Background: an optimization exercise with open tools, aiming at small area. Do not read the settings as production practice. Only simulation tests tie the RTL to the original design; equivalence was not proved. Power figures rest on the tool's default switching activity, not on a simulated workload.

==> flow/design.v <==
`timescale 1ns / 1ps
module main
#(parameter div = 16)
( input rst, input clk,
  input [3:0] row,
  output [3:0] col,
  output rw_out, output rs_out, output e_out, output [7:0] db_out,
  output [6:0] leds
);
reg [3:0] c16;
reg [4:0] c25;
reg [2:0] wb;
wire t0 = c25[4] & c25[3] & c25[0];                              
wire c25wrap = c25[4] & c25[3] & ~c25[0];                        
wire ktick = (c16[1:0] == 2'd0) & c25wrap;                       
wire ltick = (c16 == 4'd0) & ~t0;
wire [3:0] k = c16;
always @(posedge clk, posedge rst)
	if (rst) begin
		c16 <= 4'd0;
		c25 <= 5'h1f;
		wb <= 3'd0;
	end else begin
		c16 <= c16 + 4'd1;
		c25 <= c25wrap ? 5'd0 : c25 + 5'd1;
		wb <= ktick ? 3'd0 : wb + {2'd0, c16 == 4'd15};
	end
reg [3:0] pc;            
reg [4:0] m25;
reg blink;
wire fresh = m25[4] & m25[3] & m25[0];                           
wire m25wrap = m25[4] & m25[3] & ~m25[0];                        
wire m25is23 = m25[4] & ~m25[3] & m25[2] & m25[1] & m25[0];
always @(posedge clk, posedge rst)
	if (rst) begin
		pc <= 4'd0;
		m25 <= 5'h1f;
		blink <= 1'b0;
	end else begin
		pc <= pc - {3'd0, ktick};
		m25 <= (ktick & m25wrap) ? 5'd0 : m25 + {4'd0, ktick};
		blink <= blink ^ (ktick & pc[0] & m25is23);
	end
reg [4:0] K;
wire rowv = (row == 4'b0111) | (row == 4'b1011) | (row == 4'b1101) | (row == 4'b1110);
wire [1:0] rowi = {~row[1] | ~row[0], ~row[2] | ~row[0]};
wire ksamp = ktick & pc[0] & (pc[3] | pc[2] & pc[1]) & (rowv | ~pc[3]);
always @(posedge clk, posedge rst)
	if (rst)
		K <= 5'd0;
	else if (ksamp)
		K <= {rowv, ~pc[2:1], rowi};
assign col = fresh ? 4'b1111 :
             (pc[3:1] == 3'b111) ? 4'b0111 :
             (pc[3:1] == 3'b110) ? 4'b1011 :
             (pc[3:1] == 3'b101) ? 4'b1101 : 4'b1110;
wire [1:0] kc = K[3:2];
wire [1:0] kr = K[1:0];
wire key_none = ~K[4];
wire key_A = K[4] & (kc == 2'd3) & (kr == 2'd0);
wire key_digit = K[4] & (kc != 2'd3) & ~((kc != 2'd0) & (kr == 2'd3));
reg [3:0] kval;
always @*
	case ({kc, kr})
	4'h0: kval = 4'd1;  4'h1: kval = 4'd4;  4'h2: kval = 4'd7;  4'h3: kval = 4'd0;
	4'h4: kval = 4'd2;  4'h5: kval = 4'd5;  4'h6: kval = 4'd8;
	4'h8: kval = 4'd3;  4'h9: kval = 4'd6;  4'ha: kval = 4'd9;
	default: kval = 4'd0;
	endcase
reg [2:0] kop;
always @*
	case ({kc, kr})
	4'hd: kop = 3'd0;
	4'he: kop = 3'd1;
	4'hf: kop = 3'd4;
	4'hb: kop = 3'd3;
	4'h7: kop = 3'd2;
	default: kop = 3'd0;
	endcase
reg [1:0] ST;
reg [2:0] ST_L;
reg [1:0] index;
reg half;
wire p9 = (pc == 4'd7);      
wire comp = p9 & half;
always @(posedge clk, posedge rst)
	if (rst) begin
		ST <= 2'd0;
		ST_L <= 3'd0;
		index <= 2'd0;
		half <= 1'b0;
	end else begin
		half <= half ^ (ktick & (ST == 2'd3 || ST == 2'd1) & p9);
		index <= (ktick & (ST == 2'd0) & p9 & ~key_none & ~key_digit) ? 2'd0 :
		         index + {1'b0, ktick & (ST == 2'd0) & p9 & key_digit};
		if (ktick) case (ST)
		2'd3:
			if (comp && key_none) ST <= 2'd0;
		2'd0:
			if (p9) begin
				if (key_A) begin
					ST <= 2'd3;
					ST_L <= {2'b00, ~ST_L[0]};
				end else if (key_digit) begin
					ST <= 2'd3;
				end else if (!key_none) begin
					ST <= 2'd1;
					ST_L <= kop;
				end
			end
		2'd1:
			if (comp && key_none) ST <= 2'd2;
		2'd2: begin
			ST <= 2'd0;
			ST_L <= 3'd0;
		end
		endcase
	end
assign leds = {5'd0, (ST == 2'd0) && ST_L[0], ST == 2'd0};
reg [15:0] X, Y;         
reg carry;
reg pend;
wire obl = (ST == 2'd2);
wire b1 = (wb == 3'd1);
wire b2 = (wb == 3'd2);
wire b3 = (wb == 3'd3);
wire b4 = (wb == 3'd4);
wire b5 = (wb == 3'd5);
wire swap = obl & (b2 | b5) | pend & b1;    
wire halfy = obl & (b1 | b3);            
wire calc = obl & b3;
wire dd = obl & b4;
wire sub = (ST_L == 3'd1);
wire a = Y[0];
wire b = X[0];
wire bb = b ^ sub;
wire sum = a ^ bb ^ carry;
reg rop;
always @*
	case (ST_L)
	3'd0, 3'd1: rop = sum;
	3'd2: rop = a ^ b;
	3'd3: rop = a | b;
	3'd4: rop = a & b;
	default: rop = 1'b0;
	endcase
wire r = rop & ~(k[3] & k[2] & k[1]);
function [3:0] half4;
	input in;
	input [2:0] x;
	input en;
	half4 = (in & en) ? {x[2] | (x[1] & x[0]), ~(x[2] | (x[1] & x[0])), x[1] ^ x[0], ~x[0]}
	                  : {in, x};
endfunction
function [3:0] dbl4;
	input [3:0] d;
	input in;
	reg [2:0] m;
	begin
		case (d)
		4'd1, 4'd6: m = 3'd1;
		4'd2, 4'd7: m = 3'd2;
		4'd3, 4'd8: m = 3'd3;
		4'd4, 4'd9: m = 3'd4;
		default: m = 3'd0;
		endcase
		dbl4 = {m, in};
	end
endfunction
function ge5;
	input [3:0] d;
	ge5 = d[3] | d[2] & (d[1] | d[0]);
endfunction
wire xtop = swap ? Y[0] : r;
wire selR = swap | calc;
wire wr = ktick & (ST == 2'd0) & p9 & key_digit;
wire [3:0] wrd = {4{wr}} & {index == 2'd0, index == 2'd1, index == 2'd2, index == 2'd3};
wire [15:0] wrm = {{4{wrd[3]}}, {4{wrd[2]}}, {4{wrd[1]}}, {4{wrd[0]}}};
wire selH = ~selR & ~dd;
wire ytop = swap ? X[0] : (obl & b3) ? 1'b0 : Y[0];
wire [15:0] Yr = {ytop, Y[15:13], half4(Y[12], Y[11:9], halfy & (k[3:2] == 2'b00)),
                  half4(Y[8], Y[7:5], halfy & ~k[3]), half4(Y[4], Y[3:1], halfy & ~(k[3] & k[2]))};
wire [15:0] Yl = {dbl4(Y[15:12], ge5(Y[11:8])), dbl4(Y[11:8], ge5(Y[7:4])),
                  dbl4(Y[7:4], ge5(Y[3:0])), dbl4(Y[3:0], X[15])};
always @(posedge clk, posedge rst)
	if (rst) begin
		X <= 16'd0;
		Y <= 16'd0;
	end else begin
		X <= ({16{selR}} & {xtop, X[15:1]}) | ({16{dd}} & {X[14:0], 1'b0}) | ({16{selH}} & ~wrm & X) | (wrm & {4{kval}});
		Y <= dd ? Yl : Yr;
	end
always @(posedge clk)
	carry <= calc ? ((a & bb) | (a & carry) | (bb & carry)) : sub;
always @(posedge clk, posedge rst)
	if (rst)
		pend <= 1'b0;
	else if (ktick)
		pend <= (ST == 2'd0) & p9 & (key_A | (~key_none & ~key_digit & ST_L[0]));
reg [1:0] g;
reg [2:0] s;
reg [1:0] jj;
wire s_last = s[2] & ~s[1];
wire g_end = s_last & (jj == 2'd0);
always @(posedge clk, posedge rst)
	if (rst) begin
		g <= 2'd0;
		s <= 3'b000;
		jj <= 2'd0;
	end else if (ltick) begin
		if (g_end) begin
			s <= 3'b000;
			g <= (g == 2'd1) ? 2'd2 : 2'd1;
			jj <= (g == 2'd1) ? 2'd0 : 2'd1;
		end else if (s_last) begin
			s <= 3'b001;
			jj <= jj - 2'd1;
		end else begin
			s <= {s[1:0], ~s[2]};
			if (s == 3'b000)
				jj <= jj - 2'd1;
		end
	end
assign e_out = s[1] & s[0];
assign rw_out = 1'b0;
assign rs_out = (g == 2'd2) & ~g_end;
wire G0 = ~g[1] & ~g[0];
wire G1 = g[0];
wire G2 = g[1];
reg [3:0] num;
always @*
	case (jj)
	2'd0: num = X[3:0];
	2'd1: num = X[7:4];
	2'd2: num = X[11:8];
	2'd3: num = X[15:12];
	endcase
reg [4:0] L;
reg lv;
always @*
	case ({ST_L, jj})
	{3'd0, 2'd2}: {lv, L} = 6'h21;                            
	{3'd0, 2'd1}, {3'd0, 2'd0}: {lv, L} = 6'h24;           
	{3'd1, 2'd2}: {lv, L} = 6'h33;                            
	{3'd1, 2'd1}: {lv, L} = 6'h35;                            
	{3'd1, 2'd0}: {lv, L} = 6'h22;                            
	{3'd2, 2'd2}: {lv, L} = 6'h38;                            
	{3'd2, 2'd1}, {3'd3, 2'd1}: {lv, L} = 6'h2f;            
	{3'd2, 2'd0}, {3'd3, 2'd0}: {lv, L} = 6'h32;            
	{3'd4, 2'd2}: {lv, L} = 6'h21;                            
	{3'd4, 2'd1}: {lv, L} = 6'h2e;                            
	{3'd4, 2'd0}: {lv, L} = 6'h24;                            
	default: {lv, L} = 6'h00;
	endcase
wire dig = G2 & (ST == 2'd0) & ~(jj == ~index & blink);
wire ltr = G2 & (ST == 2'd1) & lv;
wire j12 = jj[1] ^ jj[0];
assign db_out[7] = G1;
assign db_out[6] = G1 | ltr;
assign db_out[5] = G0 & jj[1] & jj[0] | G2 & ~ltr;
assign db_out[4] = G0 & jj[1] & jj[0] | dig | ltr & L[4];
assign db_out[3] = G1 | G0 & jj[0] | dig & num[3] | ltr & L[3];
assign db_out[2] = G1 | G0 & j12 | dig & num[2] | ltr & L[2];
assign db_out[1] = G0 & j12 | dig & num[1] | ltr & L[1];
assign db_out[0] = G0 & ~jj[1] & ~jj[0] | dig & num[0] | ltr & L[0];
endmodule
export LEC_CHECK = 0
export CAP_MARGIN = 20
export CORE_MARGIN = 2
export CORE_UTILIZATION = 70
export SLEW_MARGIN = 20
create_clock -name core_clock -period 20.0 [get_ports {clk}]
standard.sh (not shown) runs the stock make flow with config.mk's settings and CLKGATE_MAP_FILE= SYNTH_SCRIPT=/design/flow/synth_recipe.tcl, a recipe that flattens the netlist after the stock synthesis.
==> flow/flow/run.sh <==
#!/bin/bash
# Layout flow: the standard synthesis with an area-oriented ABC mapping
# script in place of ORFS's delay-oriented one (flow/synth.tcl), then the standard flow's
# standard layout for every later step, with these changes:
#  - port buffers are the smallest buffer (every port still gets one);
#  - one tie cell drives all constant outputs;
#  - the clock tree uses mid-size buffers and no dummy loads (every register
#    is still clocked through the tree, insertion delay balanced by CTS).
# The standard synthesis is run first as a reference: if the registers of
# the area-oriented synthesis (instance names and cell types) differ from
# it in any way, the standard synthesis is used instead.
# Each tool's output goes to a log file here.
set -euo pipefail
W=$PWD
R=$W/orfs/results/${FLOW_PLATFORM}/main/base
export MY_ABC_SCRIPT=$W/flow/area.abc
export FLOW_SYNTH_TCL=$W/synth_recipe.tcl
CTS="$(cat $W/flow/cts_args)"

regs() { grep -E '^ *sky130_fd_sc_hd__(df|edf|sdf|dl)[a-z]*_[0-9]+ ' "$1" | awk '{print $1, $2}' | sort; }

bash standard.sh synth > $W/flow_synth_std.log 2>&1
cp $R/1_2_yosys.v $W/std_1_2_yosys.v
rm -f $R/1_2_yosys.v $R/1_2_yosys.sdc $R/1_synth.odb $R/1_synth.sdc
bash standard.sh SYNTH_SCRIPT=$W/flow/synth.tcl synth > $W/flow_synth.log 2>&1
if ! diff <(regs $W/std_1_2_yosys.v) <(regs $R/1_2_yosys.v) > $W/flow_regs_diff.log 2>&1; then
	echo "registers differ from the standard synthesis; using it" >> $W/flow_regs_diff.log
	rm -f $R/1_2_yosys.v $R/1_2_yosys.sdc $R/1_synth.odb $R/1_synth.sdc
	bash standard.sh synth > $W/flow_synth_fallback.log 2>&1
fi
bash standard.sh SKIP_REPAIR_TIE_FANOUT=1 "BUFFER_PORTS_ARGS=-buffer_cell sky130_fd_sc_hd__buf_1" "CTS_ARGS=$CTS" > $W/flow_layout.log 2>&1
==> flow/flow/cts_args <==
-sink_clustering_enable -repair_clock_nets -dont_use_dummy_load -buf_list sky130_fd_sc_hd__clkbuf_8
Other scripts of this flow, unchanged in this note and not shown: flow/flow/area.abc, flow/flow/synth.tcl
==> next run, changes <==
==> flow/flow/cts_args (replaced) <==
-sink_clustering_enable -repair_clock_nets -dont_use_dummy_load -buf_list sky130_fd_sc_hd__clkbuf_4 -sink_buffer_max_cap_derate 0.5
Register-to-register slack gains 30 ps. Synthesized area stays the same. Via count goes down by 0.31%. Core utilization goes down by 0.90 points. Total power goes down by 9.0%. Final area goes down by 1.2%. Wire length hardly moves. Die area is unchanged. Clock skew goes up by 12 ps.

========
## run A
main, a different RTL version from the one above (not shown whole).
For scale: roughly 490 cells after synthesis, about 28 I/O pins, about 4400 um^2 of cells after synthesis.
Settings: LEC_CHECK=0, CAP_MARGIN=20, CORE_MARGIN=2, CORE_UTILIZATION=70, SLEW_MARGIN=20; clock period 20.0 ns.
==> flow/flow/area.abc <==
strash; &get -n; &st; &synch2; &dch -f; &nf -R 1000; &put
==> flow/flow/cts_args <==
-sink_clustering_enable -repair_clock_nets -dont_use_dummy_load -buf_list {sky130_fd_sc_hd__clkbuf_4 sky130_fd_sc_hd__clkbuf_8}
==> flow/flow/synth.tcl <==
# synth_recipe.tcl (the standard synthesis script) with one change: ORFS's
# synth.tcl is run with the ABC mapping script replaced by flow/area.abc.
# Everything before and after ABC, and so every register, is unchanged.
set f [open $::env(FLOW_SYNTH_TCL) r]; set bs [read $f]; close $f
set f [open $::env(SCRIPTS_DIR)/synth.tcl r]; set st [read $f]; close $f
set pre {source $::env(SCRIPTS_DIR)/synth_preamble.tcl}
set n [string first $pre $st]
if { $n < 0 } { error "synth_preamble not found in synth.tcl" }
set st [string map [list $pre "$pre\nset abc_args \[lreplace \$abc_args 1 1 \$::env(MY_ABC_SCRIPT)\]"] $st]
set src {source $::env(SCRIPTS_DIR)/synth.tcl}
if { [string first $src $bs] < 0 } { error "synth.tcl not sourced in synth_recipe.tcl" }
set bs [string map [list $src $st] $bs]
eval $bs
Scripts as last shown in full above: flow/flow/run.sh
Input changes introduced in run B (baseline for comparison: run A):
--- a/flow/flow/run.sh
+++ b/flow/flow/run.sh
@@ -5,6 +5,7 @@
 #  - port buffers are the smallest buffer (every port still gets one);
 #  - one tie cell drives all constant outputs;
-#  - the clock tree uses mid-size buffers and no dummy loads (every register
-#    is still clocked through the tree, insertion delay balanced by CTS).
+#  - the clock tree uses mid-size buffers (flow/cts_args) and no dummy loads
+#    (every register is still clocked through the tree, insertion delay
+#    balanced by CTS).
 # The standard synthesis is run first as a reference: if the registers of
 # the area-oriented synthesis (instance names and cell types) differ from
==> flow/flow/area.abc <==
strash; &get -n; &st; &synch2; &dch -f; &nf -R 1000; &put; strash; &get -n; &st; &deepsyn -T 60; &dch -f; &nf -R 1000; &put
==> flow/flow/cts_args <==
-sink_clustering_enable -repair_clock_nets -dont_use_dummy_load -buf_list sky130_fd_sc_hd__buf_6
## What came out
For run A and run B, there was not a single run that failed to finish clean. [compare] base=run A new=run B: wire length of the first global-routing pass lower; clock slew at the register clock pins of the worst setup and hold paths roughly the same; area of the die lower; tap cell instance count lower. The proportion of cell area occupied by registers of run B exceeds that of run A by 1.7 points. Of run A and run B, the run reporting the higher slack of the critical path was run A.
What run C does differently from run B at the input level:
==> flow/flow/area.abc <==
strash; &get -n; &st; &synch2; &dch -f; &nf -R 1000; &put; strash; &get -n; &st; &deepsyn -T 150; &dch -f; &nf -R 1000; &put
### Flow results
- The flow did not stop early for run C: all stages ran, and the layout cleared the timing, DRC and antenna checks.
- Compared with run B, in run C H-tree depth was more or less identical; mean routed wirelength per cell rose 9.5%; via count increased 2.5%.
- First-pass iteration count of the detailed router, run B and run C: larger value in run B
- The sum of routed wire length over all layers of run C is higher than that of run B.
Input-level comparison between run D and run C:
--- a/flow/flow/run.sh
+++ b/flow/flow/run.sh
@@ -1,5 +1,7 @@
 #!/bin/bash
 # Layout flow: the standard synthesis with an area-oriented ABC mapping
-# script in place of ORFS's delay-oriented one (flow/synth.tcl), then the standard flow's
+# script in place of ORFS's delay-oriented one (flow/synth.tcl) and without
+# mapping adders to half/full-adder cells before ABC (ADDER_MAP_FILE empty,
+# so ABC maps all the logic), then the standard flow's
 # standard layout for every later step, with these changes:
 #  - port buffers are the smallest buffer (every port still gets one);
@@ -24,5 +26,5 @@
 cp $R/1_2_yosys.v $W/std_1_2_yosys.v
 rm -f $R/1_2_yosys.v $R/1_2_yosys.sdc $R/1_synth.odb $R/1_synth.sdc
-bash standard.sh SYNTH_SCRIPT=$W/flow/synth.tcl synth > $W/flow_synth.log 2>&1
+bash standard.sh SYNTH_SCRIPT=$W/flow/synth.tcl ADDER_MAP_FILE= synth > $W/flow_synth.log 2>&1
 if ! diff <(regs $W/std_1_2_yosys.v) <(regs $R/1_2_yosys.v) > $W/flow_regs_diff.log 2>&1; then
 	echo "registers differ from the standard synthesis; using it" >> $W/flow_regs_diff.log
[summary]
For run D, the start point of the critical path was jj[0], unlike run C, where it was jj[1]. Worst setup slack, run D and run C: lower on run C. First-iteration detailed-routing DRC count ends up lower on run C. Looking at total iterations of the first detailed-routing run, run D sits 2 higher than run C does. Compared with run C, the detailed router inserted fewer vias in run D. Relative to run C, the final cell count of run D is lower by 9.

## separate check: timing with driven ports
How much do the figures lean on ideal ports? The routed layouts below were timed once more, with nothing changed but the port constraints.
Step 1, drivers: a clkbuf_16 drives clk and a buf_2 each remaining input, both assumed.
Step 2 times the ports against the registers' clock, not the clock port: input delays grow and output delays shrink by t, the midpoint of the rising clock arrivals with the driver on.
Three values: no drivers, after step 1, after step 2; two values: the first two.
run	shift t [ns]	setup WS [ns]	slew at the worst register clock pin (ns)
the first run of note 1	0.377	13.428 / 13.396 / 13.773	0.08 / 0.08
the second run of note 1	0.457	13.383 / 13.353 / 13.810	0.12 / 0.12
run A	0.372	13.594 / 13.561 / 13.934	0.09 / 0.09
run B	0.344	13.432 / 13.401 / 13.745	0.08 / 0.08
run C	0.335	13.471 / 13.439 / 13.773	0.10 / 0.10
run D	0.337	13.928 / 13.898 / 14.234	0.08 / 0.08
After both steps every run listed still meets setup and hold.
